This design comes from an exercise in tuning for small area, a short achievable clock period and few clock cycles per item on the open sky130 flow, not from production work.
At most, simulation tests tie the RTL to the original design; equivalence was not proved.
Power is estimated from default activity; no workload was simulated.

Design top_fsm, start of the top module:
module top_fsm(
        input clk,
        input rst_n,
        input        ram_in_we,
        input [4 :0] ram_in_addr_wr,
        input [7 :0] ram_in_data_wr,
        input [3 :0] ram_out_addr_rd,
        output [15:0] ram_out_data_rd,
        input opmode_in,
        output reg done_out
);
For scale: ~510 flip-flops, roughly 38 I/O pins, roughly 17000 sq um of cells after synthesis.
==> flow/config.mk <==
export PLATFORM = sky130hd
export DESIGN_NAME = top_fsm
export DESIGN_NICKNAME = top_fsm
export VERILOG_FILES = /design/flow/design.v
export SDC_FILE = /design/flow/constraint.sdc
export NUM_CORES = 4
export LEC_CHECK = 0
export CAP_MARGIN = 20
export CORE_MARGIN = 2
export CORE_UTILIZATION = 65
export SETUP_SLACK_MARGIN = 2.2
export SLEW_MARGIN = 20
export SYNTH_HIERARCHICAL = 1
export SYNTH_MINIMUM_KEEP_SIZE = 0
==> flow/constraint.sdc <==
create_clock -name core_clock -period 4.5 [get_ports {clk}]
set_input_delay 0.9000 -clock core_clock [delete_from_list [all_inputs] [get_ports {clk}]]
set_output_delay 0.9000 -clock core_clock [all_outputs]
set_load 0.01 [all_outputs]
standard.sh (not shown) runs the stock make flow with config.mk's settings and CLKGATE_MAP_FILE= SYNTH_SCRIPT=/design/flow/synth_recipe.tcl, a recipe that flattens the netlist after the stock synthesis.
==> flow/flow/run.sh <==
#!/bin/bash
# Standard layout (the standard.sh: standard synthesis, floorplan, power grid,
# placement, CTS, routing) with:
#  - the buffer flip-flops pre-placed in one block per output bit (place_flops.tcl,
#    released again after detailed placement by place_unfix.tcl),
#  - smaller port buffers, clkbuf_8 clock-tree leaf buffers and no dummy clock loads.
set -euo pipefail
HERE="$(cd "$(dirname "$0")" && pwd)"
export BUFFER_PORTS_ARGS="-buffer_cell sky130_fd_sc_hd__buf_1"
export CTS_ARGS="-sink_clustering_enable -repair_clock_nets -sink_clustering_size 20 -sink_clustering_max_diameter 60 -buf_list {sky130_fd_sc_hd__clkbuf_8 sky130_fd_sc_hd__clkbuf_16} -sink_clustering_buffer sky130_fd_sc_hd__clkbuf_8 -dont_use_dummy_load"
export PRE_GLOBAL_PLACE_SKIP_IO_TCL="$HERE/place_flops.tcl"
export POST_DETAIL_PLACE_TCL="$HERE/place_unfix.tcl"
bash standard.sh > standard_flow.log 2>&1
Other scripts of this flow, unchanged in this note and not shown: flow/flow/place_flops.tcl, flow/flow/place_unfix.tcl
The first run completed with no timing, DRC or antenna violations.
Testbench counts at the start, summed over its fixed seeds: cycles 384, transfers 192.
Rerun with:
- SETUP_SLACK_MARGIN: 2.2 -> 1.6
Result: The new run finished with timing, DRC and antenna clean. Setup slack gains 0.036 ns. Via count goes down by 1.8%. Non-clock buffer count goes down by 2. Routed wire length is about the same. Flip-flop and latch count does not change. Core utilization goes down by 0.46 points. Total power hardly moves. Hold slack loses 0.036 ns. Global-route usage barely changes.
Rerun with:
- CTS_CLUSTER_DIAMETER: not set -> 100
- CTS_CLUSTER_SIZE: not set -> 30
- SETUP_SLACK_MARGIN: 1.6 -> 1.8
What happened: The changed run finished with timing, DRC and antenna clean; die area stays the same; critical path depth is unchanged; sequential power barely changes; synthesized area stays the same; combinational power increases by about 2%; utilization increases by 0.40 points; clock power hardly moves; via count increases by 0.41%; design area increases by 0.55%.

* * *

## run A
top_fsm, a different RTL version from the one above (not shown whole).
Size in the first run: ~780 cells after synthesis, roughly 38 I/O pins.
==> flow/design.v (excerpt) <==
module top_fsm(
        input clk,
        input rst_n,
        input        ram_in_we,
        input [4 :0] ram_in_addr_wr,
        input [7 :0] ram_in_data_wr,
        input [3 :0] ram_out_addr_rd,
        output [15:0] ram_out_data_rd,
        input opmode_in,
        output reg done_out
);
clock: 4.5 ns
lec_check: 0
cap_margin: 20
core_margin: 2
core_utilization: 65
cts_cluster_diameter: 60
cts_cluster_size: 40
setup_slack_margin: 2.2
slew_margin: 20
synth_hierarchical: 1
synth_minimum_keep_size: 0
run.sh (not shown) runs the stock make flow with config.mk's settings and CLKGATE_MAP_FILE= SYNTH_SCRIPT=/design/flow/synth_recipe.tcl, a recipe that flattens the netlist after the stock synthesis.
Stock flow here: none of the scripts above is used.
Setup changes, run A to run B
- a change of CTS_CLUSTER_DIAMETER from 60 to 100
- a change of SETUP_SLACK_MARGIN from 2.2 to 1.8
- a change of CTS_CLUSTER_SIZE from 40 to 30
Notes after the runs:
- Run B completed end to end with timing, DRC and antenna clean.
- Going from run A to run B, distinct cell type count after synthesis neither gained nor lost much, placed cell area neither gained nor lost much, via count lost 84.
- Relative to run A, maximum frequency has increased by 1.5% in run B.
- Run A leaves less setup margin than run B.
- When run B is measured against run A, its clock network power turns out about 27% lower.
- The post-route standard cell area excluding fillers of run B falls short of that of run A by 580 µm².
### run B -> run C
- changing SETUP_SLACK_MARGIN from 1.8 to 2.2
Notes after the runs:
Fraction of the cycle the final worst path needs | run C above run B
From run C to run B, number of pins exceeding their max-slew limit in the final report did not move at all.
Compared run C against run B; placed standard-cell area within noise.
STATUS wire length: run C wins against run B
Comparing run B and run C, proportion of cell area occupied by registers is lower on run C.
On total power consumption of the routed design, run B and run C are neck and neck.
No run of this note included a check of the RTL's function; only the layout flow was run.

* * *

top_fsm, a different RTL version from the one above (not shown whole).
For scale: ~870 cells after synthesis, roughly 510 flip-flops.
Settings: LEC_CHECK=0, CAP_MARGIN=20, CORE_MARGIN=2, CORE_UTILIZATION=40, SETUP_SLACK_MARGIN=2.2, SLEW_MARGIN=20; clock period 4.5 ns.
Testbench counts at the start, summed over its fixed seeds: cycles 384, transfers 192.
Change:
- SETUP_SLACK_MARGIN: 2.2 -> default
The changed run finished clean; design area fell by a few percent; die area does not change; setup slack got worse by 890 ps; routed wire length came out lower by a few percent; non-clock buffer count decreases by 37; sequential power barely changes; utilization decreases by 3.0 points; clock skew goes down by 10 ps; synthesized cell count is unchanged; hold slack improved by 9.8 ps; first-iteration DRC count went down by a little under a tenth.

* * *

top_fsm, a different RTL version from the one above (not shown whole).
For scale: ~780 cells after synthesis, roughly 38 I/O pins.
// top_fsm
module top_fsm(
        input clk,
        input rst_n,
        input        ram_in_we,
        input [4 :0] ram_in_addr_wr,
        input [7 :0] ram_in_data_wr,
        input [3 :0] ram_out_addr_rd,
        output [15:0] ram_out_data_rd,
        input opmode_in,
        output reg done_out
);
clock: 4.5 ns
lec_check: 0
cap_margin: 20
core_margin: 2
core_utilization: 65
setup_slack_margin: 2.2
slew_margin: 20
synth_hierarchical: 1
synth_minimum_keep_size: 0
The first run produced a clean layout.
Testbench counts at the start, summed over its fixed seeds: cycles 384, transfers 192.
==> next run, changes <==
Settings changed: CORE_UTILIZATION 65 to 80, CTS_CLUSTER_DIAMETER from default to 100, CTS_CLUSTER_SIZE from default to 30.
Now the flow never finished: it broke off in clock tree synthesis on DPL-0033.
Synthesized cell count stays the same.
Synthesized area does not change.
==> next run, changes <==
Settings changed: CORE_UTILIZATION 80 to 72.
Result: Now the flow finished clean. Area after synthesis is unchanged. Synthesized cell count is unchanged.
==> next run, changes <==
Settings changed: CORE_UTILIZATION 72 to 65.
After rerunning: Clock-buffer cell count increases by 1; first-iteration DRC count decreases by 0.60%; via count decreases by 5.1%; die area increases by 10%; design area is about the same; combinational power decreases by 5.2%; critical path depth increases by 2; sequential power stays flat; worst setup slack got worse by 0.0088 ns.

-- separate check: timing with driven ports --
The flow's constraints put no driver on any port. The routed layouts listed below were extracted and timed again, unchanged, in two steps. Step 1 assumes that a clkbuf_16 drives the clock port and a buf_2 every other input. Step 2, shift: input delay + t, output delay - t, t = (earliest + latest rising clock arrival at the registers) / 2. This alone moves slack from input paths to output paths. a / b / c = no drivers / after step 1 / after step 2; a / b = the first two.
run | t, ns | slack for setup (ns) | hold slack, ns | slew at the worst register clock pin (ns) | worst data-port slew with drivers (ns)
the first run of note 1 | 0.575 | 1.403 / 1.351 / 1.351 | 0.142 / 0.119 / 0.392 | 0.11 / 0.11 | 0.07
the second run of note 1 | 0.581 | 1.439 / 1.386 / 1.315 | 0.106 / 0.083 / 0.395 | 0.11 / 0.11 | 0.09
the third run of note 1 | 0.574 | 1.426 / 1.370 / 1.320 | 0.139 / 0.115 / 0.393 | 0.12 / 0.12 | 0.08
run A | 0.625 | 1.391 / 1.346 / 1.346 | 0.413 / 0.413 / 0.413 | 0.10 / 0.10 | 0.07
run B | 0.581 | 1.438 / 1.374 / 1.280 | 0.398 / 0.398 / 0.398 | 0.11 / 0.11 | 0.09
run C | 0.585 | 1.354 / 1.309 / 1.309 | 0.417 / 0.417 / 0.417 | 0.11 / 0.11 | 0.06
the first run of note 3 | 0.611 | 0.946 / 0.915 / 0.915 | 0.405 / 0.405 / 0.405 | 0.06 / 0.06 | 0.09
the second run of note 3 | 0.599 | 0.059 / 0.031 / 0.031 | 0.415 / 0.415 / 0.415 | 0.06 / 0.06 | 0.08
the first run of note 4 | 0.587 | 1.281 / 1.155 / 1.155 | 0.414 / 0.414 / 0.414 | 0.07 / 0.07 | 0.15
the third run of note 4 | 0.587 | 1.234 / 1.099 / 1.099 | 0.395 / 0.395 / 0.395 | 0.12 / 0.12 | 0.16
the fourth run of note 4 | 0.575 | 1.226 / 1.135 / 1.135 | 0.423 / 0.423 / 0.423 | 0.11 / 0.11 | 0.14
After both steps every run listed still meets setup and hold. The setup slack of run B, which loses most, moves by -0.064 ns with the drivers and by -0.158 ns with both steps.
